Background: an optimization exercise with open tools, aiming at small area. Do not read the settings as production practice. Only simulation tests tie the RTL to the original design; equivalence was not proved. Power is estimated from default activity; no workload was simulated.

==> inputs of run a <==
==> flow/design.v <==
module FPGA (
   input  wire       MAX10_CLK1_50,
   input  wire       rst,
   input  wire       uart_rx,
   output wire [3:0] VGA_R,
   output wire [3:0] VGA_G,
   output wire [3:0] VGA_B,
   output wire       VGA_HS,
   output wire       VGA_VS,
   output wire [9:0] LEDR
);
   wire       clk = MAX10_CLK1_50;
   wire [9:0] h, v;
   wire       ce, visible;
   wire       rx_dv;
   wire [7:0] rb;
   wire [8:0] p1y, p2y, by;
   wire [9:0] bx;
   wire [2:0] sa, sb;
   wire       white, lit;
   pv_timing u_t (.clk(clk), .rst(rst), .h(h), .v(v), .ce(ce),
                  .hs(VGA_HS), .vs(VGA_VS), .visible(visible));
   pv_uart   u_u (.clk(clk), .rst(rst), .rx(uart_rx), .dv(rx_dv), .rb(rb));
   pv_parser u_p (.clk(clk), .rst(rst), .dv(rx_dv), .rb(rb), .p1y(p1y), .p2y(p2y),
                  .bx(bx), .by(by), .sa(sa), .sb(sb), .led(LEDR[7:0]));
   pv_render u_r (.clk(clk), .rst(rst), .ce(ce), .visible(visible), .h(h), .v(v),
                  .p1y(p1y), .p2y(p2y), .bx(bx), .by(by), .sa(sa), .sb(sb),
                  .white(white), .lit(lit));
   assign VGA_R = {white, lit, lit, lit};
   assign VGA_G = {white, lit, lit, lit};
   assign VGA_B = {white, lit, lit, lit};
   assign LEDR[9:8] = 2'b00;
endmodule
module pv_timing (
   input  wire       clk, rst,
   output wire [9:0] h,
   output reg  [9:0] v,
   output wire       ce, hs, vs, visible
);
   reg  [10:0] hc;
   assign h  = hc[10:1];
   assign ce = hc[0];
   wire hend = hc[10] & hc[9] & (&hc[5:0]);    
   wire vend = v[9] & v[3] & v[2];             
   always @(posedge clk) begin
      if (rst) begin
         hc <= 11'd1;
         v  <= 10'd0;
      end else begin
         hc <= hend ? 11'd0 : hc + 11'd1;
         if (hend) v <= vend ? 10'd0 : v + 10'd1;
      end
   end
   assign hs = ~((h >= 10'd656) && (h < 10'd752));
   assign vs = ~((v >= 10'd490) && (v < 10'd492));
   assign visible = (h < 10'd640) && (v < 10'd480);
endmodule
module pv_uart (
   input  wire       clk, rst, rx,
   output wire       dv,
   output wire [7:0] rb
);
   reg       rxs;
   reg       mode;
   reg [8:0] cnt;
   reg [8:0] sr;
   wire c216 = ~cnt[8] & cnt[7] & cnt[6] & cnt[4] & cnt[3];
   wire c433 = cnt[8] & cnt[7] & cnt[5] & cnt[4] & cnt[0];
   wire c434 = cnt[8] & cnt[7] & cnt[5] & cnt[4] & cnt[1];
   assign dv = mode & c434;
   assign rb = sr[8:1];
   always @(posedge clk) begin
      if (rst) begin
         rxs  <= 1'b1;
         mode <= 1'b0;
         cnt  <= 9'd511;
      end else begin
         rxs <= rx;
         if (!mode) begin
            if (cnt[8]) begin
               if (!rxs) cnt <= 9'd0;
            end else if (c216) begin
               if (!rxs) begin
                  mode <= 1'b1;
                  cnt  <= 9'd0;
               end else
                  cnt <= 9'd511;
            end else
               cnt <= cnt + 9'd1;
         end else begin
            if (c434) begin
               mode <= 1'b0;
               cnt  <= 9'd511;
            end else if (c433 && !sr[0])
               cnt <= 9'd0;
            else
               cnt <= cnt + 9'd1;
         end
      end
   end
   always @(posedge clk) begin
      if (!mode && !cnt[8] && c216 && !rxs)
         sr <= 9'h100;
      else if (mode && c433 && !sr[0])
         sr <= {rxs, sr[8:1]};
   end
endmodule
module pv_parser (
   input  wire       clk, rst, dv,
   input  wire [7:0] rb,
   output reg  [8:0] p1y, p2y, by,
   output reg  [9:0] bx,
   output reg  [2:0] sa, sb,
   output reg  [7:0] led
);
   reg [3:0] ps;
   reg [8:0] p1s, p2s, bys;
   reg [9:0] bxs;
   wire hi_ge2 = |rb[6:1];
   wire y8   = ~rb[7] & (hi_ge2 | rb[0]);
   wire ysat = rb[7] | hi_ge2;
   wire x9   = ~rb[7] & hi_ge2;
   wire x8   = ~rb[7] & ~hi_ge2 & rb[0];
   wire xsat = rb[7] | (|rb[6:2]) | (rb[1] & rb[0]);
   function [7:0] ylo;
      input       top, sat;
      input [7:0] lo;
   begin
      if (sat) ylo = top ? 8'hDF : 8'h00;
      else if (top && lo[7] && lo[6] && lo[5]) ylo = 8'hDF;
      else ylo = lo;
   end
   endfunction
   function [7:0] xlo;
      input       top, sat;
      input [7:0] lo;
   begin
      if (sat) xlo = top ? 8'h7F : 8'h00;
      else if (top && lo[7]) xlo = 8'h7F;
      else xlo = lo;
   end
   endfunction
   always @(posedge clk) begin
      if (rst)
         ps <= 4'd0;
      else if (dv) begin
         if (ps == 4'd0)
            ps <= (rb == 8'hA5) ? 4'd1 : 4'd0;
         else if (ps == 4'd11)
            ps <= 4'd0;
         else
            ps <= ps + 4'd1;
      end
   end
   always @(posedge clk) begin
      if (dv) begin
         case (ps)
            4'd1: begin p1s[8] <= y8; p1s[7] <= ysat; end
            4'd2: p1s[7:0] <= ylo(p1s[8], p1s[7], rb);
            4'd3: begin p2s[8] <= y8; p2s[7] <= ysat; end
            4'd4: p2s[7:0] <= ylo(p2s[8], p2s[7], rb);
            4'd5: begin bxs[9] <= x9; bxs[8] <= x8; bxs[7] <= xsat; end
            4'd6: bxs[7:0] <= xlo(bxs[9], bxs[7], rb);
            4'd7: begin bys[8] <= y8; bys[7] <= ysat; end
            4'd8: bys[7:0] <= ylo(bys[8], bys[7], rb);
            default: ;
         endcase
      end
   end
   always @(posedge clk) begin
      if (rst) begin
         p1y <= 9'd200;
         p2y <= 9'd200;
         bx  <= 10'd320;
         by  <= 9'd240;
         sa  <= 3'd0;
         sb  <= 3'd0;
         led <= 8'd0;
      end else if (dv) begin
         led <= rb;
         if (ps == 4'd9)  sa <= {|rb[7:2], rb[1:0]};
         if (ps == 4'd10) sb <= {|rb[7:2], rb[1:0]};
         if (ps == 4'd11 && rb == 8'h5A) begin
            p1y <= p1s;
            p2y <= p2s;
            bx  <= bxs;
            by  <= bys;
         end
      end
   end
endmodule
module pv_render (
   input  wire       clk, rst, ce, visible,
   input  wire [9:0] h, v,
   input  wire [8:0] p1y, p2y, by,
   input  wire [9:0] bx,
   input  wire [2:0] sa, sb,
   output reg        white, lit
);
   function [9:0] sub10;
      input [9:0] a, b;
      integer i;
      reg c;
   begin
      c = 1'b1;
      for (i = 0; i < 10; i = i + 1) begin
         sub10[i] = a[i] ^ ~b[i] ^ c;
         c = (a[i] & ~b[i]) | (c & (a[i] | ~b[i]));
      end
   end
   endfunction
   function [8:0] sub9;
      input [8:0] a, b;
      integer i;
      reg c;
   begin
      c = 1'b1;
      for (i = 0; i < 9; i = i + 1) begin
         sub9[i] = a[i] ^ ~b[i] ^ c;
         c = (a[i] & ~b[i]) | (c & (a[i] | ~b[i]));
      end
   end
   endfunction
   wire [8:0] py  = h[9] ? p2y : p1y;
   wire [9:0] dp  = sub10({1'b0, v[8:0]}, {1'b0, py});
   wire [9:0] dbx = sub10(h, bx);
   wire [8:0] dby = sub9(v[8:0], by);
   wire pcol = ((h >= 10'd20) && (h < 10'd30)) || ((h >= 10'd610) && (h < 10'd620));
   wire paddle_on = pcol && (dp[9:6] == 4'd0) && (dp[5:2] != 4'hF);
   wire ball_on   = (dbx[9:3] == 7'd0) && (dby[8:3] == 6'd0);
   wire b_lt4 = ~sb[2];
   wire b_lt3 = ~sb[2] & ~(sb[1] & sb[0]);
   wire b_lt2 = ~sb[2] & ~sb[1];
   wire b_lt1 = ~sb[2] & ~sb[1] & ~sb[0];
   wire a_lt4 = ~sa[2];
   wire a_lt3 = ~sa[2] & ~(sa[1] & sa[0]);
   wire a_lt2 = ~sa[2] & ~sa[1];
   wire a_lt1 = ~sa[2] & ~sa[1] & ~sa[0];
   wire tick_row = (v >= 10'd20) && (v < 10'd30);
   wire score_on = tick_row && (
        ((h >= 10'd20)  && (h < 10'd23)  && b_lt4) ||
        ((h >= 10'd28)  && (h < 10'd31)  && b_lt3) ||
        ((h >= 10'd36)  && (h < 10'd39)  && b_lt2) ||
        ((h >= 10'd44)  && (h < 10'd47)  && b_lt1) ||
        ((h >= 10'd617) && (h < 10'd620) && a_lt4) ||
        ((h >= 10'd609) && (h < 10'd612) && a_lt3) ||
        ((h >= 10'd601) && (h < 10'd604) && a_lt2) ||
        ((h >= 10'd593) && (h < 10'd596) && a_lt1));
   always @(posedge clk) begin
      if (rst) begin
         white <= 1'b0;
         lit   <= 1'b0;
      end else if (ce) begin
         white <= visible & (paddle_on | ball_on);
         lit   <= visible & (paddle_on | ball_on | score_on);
      end
   end
endmodule
==> flow/flow/run.sh <==
#!/bin/bash
# Standard ORFS flow (standard.sh, unchanged synthesis, floorplan and power
# grid), with smaller port buffers and a clock tree without dummy loads.
set -euo pipefail
bash standard.sh \
  "BUFFER_PORTS_ARGS=-buffer_cell sky130_fd_sc_hd__buf_1" \
  "CTS_ARGS=-sink_clustering_enable -repair_clock_nets -dont_use_dummy_load -buf_list sky130_fd_sc_hd__clkbuf_8" \
  finish > flow_make.log 2>&1
==> flow/standard.sh <==
#!/bin/bash
# synth_recipe.tcl (not shown) runs the flow's synth.tcl, then flattens the netlist and writes it again
# the make line also repeats each setting of config.mk as NAME=value (left out here)
make -C /OpenROAD-flow-scripts/flow DESIGN_CONFIG=/design/flow/config.mk WORK_HOME=/design/flow/orfs CLKGATE_MAP_FILE= SYNTH_SCRIPT=/design/flow/synth_recipe.tcl "${@:-finish}"
==> flow/config.mk <==
export PLATFORM = sky130hd
export DESIGN_NAME = FPGA
export DESIGN_NICKNAME = FPGA
export VERILOG_FILES = /design/flow/design.v
export SDC_FILE = /design/flow/constraint.sdc
export NUM_CORES = 4
export LEC_CHECK = 0
export CAP_MARGIN = 20
export CORE_MARGIN = 2
export CORE_UTILIZATION = 40
export SLEW_MARGIN = 20
==> flow/constraint.sdc <==
create_clock -name core_clock -period 10.0 [get_ports {MAX10_CLK1_50}]
set_input_delay 2.0000 -clock core_clock [delete_from_list [all_inputs] [get_ports {MAX10_CLK1_50}]]
set_output_delay 2.0000 -clock core_clock [all_outputs]
set_load 0.01 [all_outputs]
==> inputs of run b, as changes to run a <==
==> flow/design.v, changed modules only <==
module FPGA (
   input  wire       MAX10_CLK1_50,
   input  wire       rst,
   input  wire       uart_rx,
   output wire [3:0] VGA_R,
   output wire [3:0] VGA_G,
   output wire [3:0] VGA_B,
   output wire       VGA_HS,
   output wire       VGA_VS,
   output wire [9:0] LEDR
);
   wire clk = MAX10_CLK1_50;
   reg  [10:0] hc;
   reg  [9:0]  vc;
   wire [9:0]  h  = hc[10:1];
   wire        ce = hc[0];
   wire        hend = hc[10] & hc[9] & (&hc[5:0]);    
   wire        vend = vc[9] & vc[3] & vc[2];           
   always @(posedge clk) begin
      if (rst) begin
         hc <= 11'd1;
         vc <= 10'd0;
      end else begin
         hc <= hend ? 11'd0 : hc + 11'd1;
         if (hend) vc <= vend ? 10'd0 : vc + 10'd1;
      end
   end
   assign VGA_HS = ~((h >= 10'd656) && (h < 10'd752));
   assign VGA_VS = ~((vc >= 10'd490) && (vc < 10'd492));
   wire visible = (h < 10'd640) && (vc < 10'd480);
   reg       rxs;
   reg       mode;
   reg [8:0] cnt;
   reg [8:0] sr;
   wire c216 = ~cnt[8] & cnt[7] & cnt[6] & cnt[4] & cnt[3];
   wire c433 = cnt[8] & cnt[7] & cnt[5] & cnt[4] & cnt[0];
   wire c434 = cnt[8] & cnt[7] & cnt[5] & cnt[4] & cnt[1];
   wire rx_dv = mode & c434;
   wire [7:0] rb = sr[8:1];
   always @(posedge clk) begin
      if (rst) begin
         rxs  <= 1'b1;
         mode <= 1'b0;
         cnt  <= 9'd511;
      end else begin
         rxs <= uart_rx;
         if (!mode) begin
            if (cnt[8]) begin
               if (!rxs) cnt <= 9'd0;
            end else if (c216) begin
               if (!rxs) begin
                  mode <= 1'b1;
                  cnt  <= 9'd0;
               end else
                  cnt <= 9'd511;
            end else
               cnt <= cnt + 9'd1;
         end else begin
            if (c434) begin
               mode <= 1'b0;
               cnt  <= 9'd511;
            end else if (c433 && !sr[0])
               cnt <= 9'd0;
            else
               cnt <= cnt + 9'd1;
         end
      end
   end
   always @(posedge clk) begin
      if (!mode && !cnt[8] && c216 && !rxs)
         sr <= 9'h100;
      else if (mode && c433 && !sr[0])
         sr <= {rxs, sr[8:1]};
   end
   reg [3:0] ps;
   reg [8:0] p1s, p2s, bys;
   reg [9:0] bxs;
   reg [8:0] p1y, p2y, by;
   reg [9:0] bx;
   reg [2:0] sa, sb;
   reg [7:0] led;
   wire hi_ge2 = |rb[6:1];
   wire y8   = ~rb[7] & (hi_ge2 | rb[0]);
   wire ysat = rb[7] | hi_ge2;
   wire x9   = ~rb[7] & hi_ge2;
   wire x8   = ~rb[7] & ~hi_ge2 & rb[0];
   wire xsat = rb[7] | (|rb[6:2]) | (rb[1] & rb[0]);
   function [7:0] ylo;
      input       top, sat;
      input [7:0] lo;
   begin
      if (sat) ylo = top ? 8'hDF : 8'h00;
      else if (top && lo[7] && lo[6] && lo[5]) ylo = 8'hDF;
      else ylo = lo;
   end
   endfunction
   function [7:0] xlo;
      input       top, sat;
      input [7:0] lo;
   begin
      if (sat) xlo = top ? 8'h7F : 8'h00;
      else if (top && lo[7]) xlo = 8'h7F;
      else xlo = lo;
   end
   endfunction
   always @(posedge clk) begin
      if (rst)
         ps <= 4'd0;
      else if (rx_dv) begin
         if (ps == 4'd0)
            ps <= (rb == 8'hA5) ? 4'd1 : 4'd0;
         else if (ps == 4'd11)
            ps <= 4'd0;
         else
            ps <= ps + 4'd1;
      end
   end
   always @(posedge clk) begin
      if (rx_dv) begin
         case (ps)
            4'd1: begin p1s[8] <= y8; p1s[7] <= ysat; end
            4'd2: p1s[7:0] <= ylo(p1s[8], p1s[7], rb);
            4'd3: begin p2s[8] <= y8; p2s[7] <= ysat; end
            4'd4: p2s[7:0] <= ylo(p2s[8], p2s[7], rb);
            4'd5: begin bxs[9] <= x9; bxs[8] <= x8; bxs[7] <= xsat; end
            4'd6: bxs[7:0] <= xlo(bxs[9], bxs[7], rb);
            4'd7: begin bys[8] <= y8; bys[7] <= ysat; end
            4'd8: bys[7:0] <= ylo(bys[8], bys[7], rb);
            default: ;
         endcase
      end
   end
   always @(posedge clk) begin
      if (rst) begin
         p1y <= 9'd200;
         p2y <= 9'd200;
         bx  <= 10'd320;
         by  <= 9'd240;
         sa  <= 3'd0;
         sb  <= 3'd0;
         led <= 8'd0;
      end else if (rx_dv) begin
         led <= rb;
         if (ps == 4'd9)  sa <= {|rb[7:2], rb[1:0]};
         if (ps == 4'd10) sb <= {|rb[7:2], rb[1:0]};
         if (ps == 4'd11 && rb == 8'h5A) begin
            p1y <= p1s;
            p2y <= p2s;
            bx  <= bxs;
            by  <= bys;
         end
      end
   end
   wire [9:0] v = vc;
   wire [10:0] d1 = {1'b0, v} - {2'b0, p1y};
   wire [10:0] d2 = {1'b0, v} - {2'b0, p2y};
   wire [10:0] dbx = {1'b0, h} - {1'b0, bx};
   wire [10:0] dby = {1'b0, v} - {2'b0, by};
   wire paddle1_on = (h >= 10'd20)  && (h < 10'd30)  && !d1[10] && (d1[9:0] < 10'd60);
   wire paddle2_on = (h >= 10'd610) && (h < 10'd620) && !d2[10] && (d2[9:0] < 10'd60);
   wire ball_on    = (dbx[10:3] == 8'd0) && (dby[10:3] == 8'd0);
   wire b_lt4 = ~sb[2];
   wire b_lt3 = ~sb[2] & ~(sb[1] & sb[0]);
   wire b_lt2 = ~sb[2] & ~sb[1];
   wire b_lt1 = ~sb[2] & ~sb[1] & ~sb[0];
   wire a_lt4 = ~sa[2];
   wire a_lt3 = ~sa[2] & ~(sa[1] & sa[0]);
   wire a_lt2 = ~sa[2] & ~sa[1];
   wire a_lt1 = ~sa[2] & ~sa[1] & ~sa[0];
   wire tick_row = (v >= 10'd20) && (v < 10'd30);
   wire score_on = tick_row && (
        ((h >= 10'd20)  && (h < 10'd23)  && b_lt4) ||
        ((h >= 10'd28)  && (h < 10'd31)  && b_lt3) ||
        ((h >= 10'd36)  && (h < 10'd39)  && b_lt2) ||
        ((h >= 10'd44)  && (h < 10'd47)  && b_lt1) ||
        ((h >= 10'd617) && (h < 10'd620) && a_lt4) ||
        ((h >= 10'd609) && (h < 10'd612) && a_lt3) ||
        ((h >= 10'd601) && (h < 10'd604) && a_lt2) ||
        ((h >= 10'd593) && (h < 10'd596) && a_lt1));
   reg white, lit;
   always @(posedge clk) begin
      if (rst) begin
         white <= 1'b0;
         lit   <= 1'b0;
      end else if (ce) begin
         white <= visible & (paddle1_on | paddle2_on | ball_on);
         lit   <= visible & (paddle1_on | paddle2_on | ball_on | score_on);
      end
   end
   assign VGA_R = {white, lit, lit, lit};
   assign VGA_G = {white, lit, lit, lit};
   assign VGA_B = {white, lit, lit, lit};
   assign LEDR  = {2'b00, led};
endmodule
// module pv_timing removed
// module pv_uart removed
// module pv_parser removed
// module pv_render removed
==> flow/run.sh (new file) <==
#!/bin/bash
# synth_recipe.tcl (not shown) runs the flow's synth.tcl, then flattens the netlist and writes it again
# the make line also repeats each setting of config.mk as NAME=value (left out here)
make -C /OpenROAD-flow-scripts/flow DESIGN_CONFIG=/design/flow/config.mk WORK_HOME=/design/flow/orfs CLKGATE_MAP_FILE= SYNTH_SCRIPT=/design/flow/synth_recipe.tcl finish
removed: flow/flow/run.sh
removed: flow/standard.sh
==> inputs of run c, as changes to run a <==
==> flow/design.v, changed modules only <==
module pv_timing (
   input  wire       clk, rst,
   output wire [9:0] h,
   output reg  [9:0] v,
   output wire       ce, hs, vs, visible
);
   reg  [10:0] hc;
   assign h  = hc[10:1];
   assign ce = hc[0];
   wire hend = hc[10] & hc[9] & (&hc[5:0]);    
   wire vend = v[9] & v[3] & v[2];             
   always @(posedge clk) begin
      if (rst) begin
         hc <= 11'd1;
         v  <= 10'd0;
      end else begin
         hc <= hend ? 11'd0 : hc + 11'd1;
         v  <= (hend & vend) ? 10'd0 : v + {9'd0, hend};
      end
   end
   assign hs = ~((h >= 10'd656) && (h < 10'd752));
   assign vs = ~((v >= 10'd490) && (v < 10'd492));
   assign visible = (h < 10'd640) && (v < 10'd480);
endmodule
module pv_uart (
   input  wire       clk, rst, rx,
   output wire       dv,
   output wire [7:0] rb
);
   localparam [8:0] S0 = 9'd27;
   reg       rxs;
   reg       mode;
   reg [8:0] cnt;
   reg [8:0] sr;
   wire idle = ~cnt[0] & ~cnt[1] & ~cnt[2] & ~cnt[3] & ~cnt[6] & ~cnt[8];            
   wire c216 = ~cnt[0] & ~cnt[1] & ~cnt[2] & ~cnt[5] & ~cnt[7] & cnt[8];             
   wire c433 = ~cnt[0] & ~cnt[1] & cnt[3] & cnt[4] & ~cnt[5] & ~cnt[7] & cnt[8];     
   wire c434 = ~cnt[0] & ~cnt[1] & ~cnt[2] & cnt[4] & cnt[5] & ~cnt[6] & ~cnt[8];    
   wire [8:0] step = {cnt[7:0], cnt[8] ^ cnt[4]};
   assign dv = mode & c434;
   assign rb = sr[8:1];
   wire start_ok = ~mode & c216 & ~rxs;
   always @(posedge clk) begin
      if (rst) begin
         rxs  <= 1'b1;
         mode <= 1'b0;
         cnt  <= 9'd0;
      end else begin
         rxs <= rx;
         if (!mode) begin
            if (idle) begin
               if (!rxs) cnt <= S0;
            end else if (c216) begin
               if (!rxs) begin
                  mode <= 1'b1;
                  cnt  <= S0;
               end else
                  cnt <= 9'd0;
            end else
               cnt <= step;
         end else begin
            if (c434) begin
               mode <= 1'b0;
               cnt  <= 9'd0;
            end else if (c433 && !sr[0])
               cnt <= S0;
            else
               cnt <= step;
         end
      end
   end
   always @(posedge clk) begin
      if (start_ok)
         sr <= 9'h100;
      else if (mode && c433 && !sr[0])
         sr <= {rxs, sr[8:1]};
   end
endmodule
==> flow/flow/run.sh (replaced) <==
#!/bin/bash
# ORFS flow through the standard.sh. Changes from the standard layout:
#  - synthesis maps logic with an area-oriented ABC script (flow/abc_area_deep.script,
#    installed as the speed script in a private copy of the ORFS scripts); the Yosys
#    steps, register mapping, flattening and renaming are the standard ones;
#  - port buffers are buf_1;
#  - the clock tree uses clkbuf_8 and no dummy loads.
set -euo pipefail
rm -rf scripts_abc
cp -r "$FLOW_HOME/scripts" scripts_abc
cp flow/abc_area_deep.script scripts_abc/abc_speed.script
ARGS=(
  "SCRIPTS_DIR=$PWD/scripts_abc"
  "BUFFER_PORTS_ARGS=-buffer_cell sky130_fd_sc_hd__buf_1"
  "CTS_ARGS=-sink_clustering_enable -repair_clock_nets -dont_use_dummy_load -buf_list sky130_fd_sc_hd__clkbuf_8"
)
bash standard.sh "${ARGS[@]}" synth > flow_synth.log 2>&1
bash standard.sh "${ARGS[@]}" finish > flow_finish.log 2>&1
==> flow/flow/abc_area_deep.script (new file) <==
&get -n
&st
&deepsyn -T 30 -S 7
&dch
&nf -R 1000 -p
&put
==> comparison table <==
metric                                                                    run a                    run c                run b
Seq group                                                              0.599 mW                 0.581 mW             0.591 mW
Inverter count of the layout excluding clock inverters                       40                       36                   59
Min-delay src                                           u_p.p1y[0]$_SDFFE_PP0P_  u_p.p1y[7]$_SDFFE_PP1P_     p2s[3]$_DFFE_PP_
Clock latency at the later pin of the worst-skew pair                   0.44 ns                  0.44 ns              0.42 ns
Hold Path Sink                                          u_p.p1y[0]$_SDFFE_PP0P_  u_p.p1y[7]$_SDFFE_PP1P_  p2y[3]$_SDFFE_PP1P_
Well-Tap Cells                                                              220                      184                  229
Logic depth of the worst register-to-register path                           16                       17                    7
Critical path origin                                      u_t.hc[10]$_SDFF_PP0_     u_t.hc[2]$_SDFF_PP0_   vc[6]$_SDFFE_PP0P_
Result of the run                                                finished clean           finished clean       finished clean
Core box area                                                       16400 sq um              14400 sq um          18000 sq um
Worst-case setup margin in the final layout                             5.39 ns                  5.45 ns              5.97 ns
Worst Path Buf+Inv                                                            3                        3                    1
Via count of the first global-routing pass                                 4778                     4103                 5734
Proportion of synthesized area in mux cells                               2.49%                    2.89%               0.965%
HPWL reported at the end of detailed placement                          10.1 mm                  9.24 mm              11.8 mm

-- re-timing with driven ports --
The flow's constraints put no driver on any port. The routed layouts listed below were extracted and timed again, unchanged, in two steps. Step 1, drivers: a clkbuf_16 drives MAX10_CLK1_50 and a buf_2 each remaining input, both assumed. Step 2, shift: input delay + t, output delay - t, t = (earliest + latest rising clock arrival at the registers) / 2. This alone moves slack from input paths to output paths. Slacks: ideal / step 1 / step 2; pairs: ideal / step 1.
run | t (ns) | slack for setup (ns) | worst slew at a driven data input, ns
run a | 0.469 | 5.385 / 5.385 / 5.385 | 0.03
run b | 0.457 | 5.965 / 5.926 / 6.383 | 0.03
run c | 0.465 | 5.450 / 5.450 / 5.328 | 0.03
After both steps every run listed still meets setup and hold. The setup slack of run c, which loses most, moves by 0.000 ns with the drivers and by -0.122 ns with both steps.
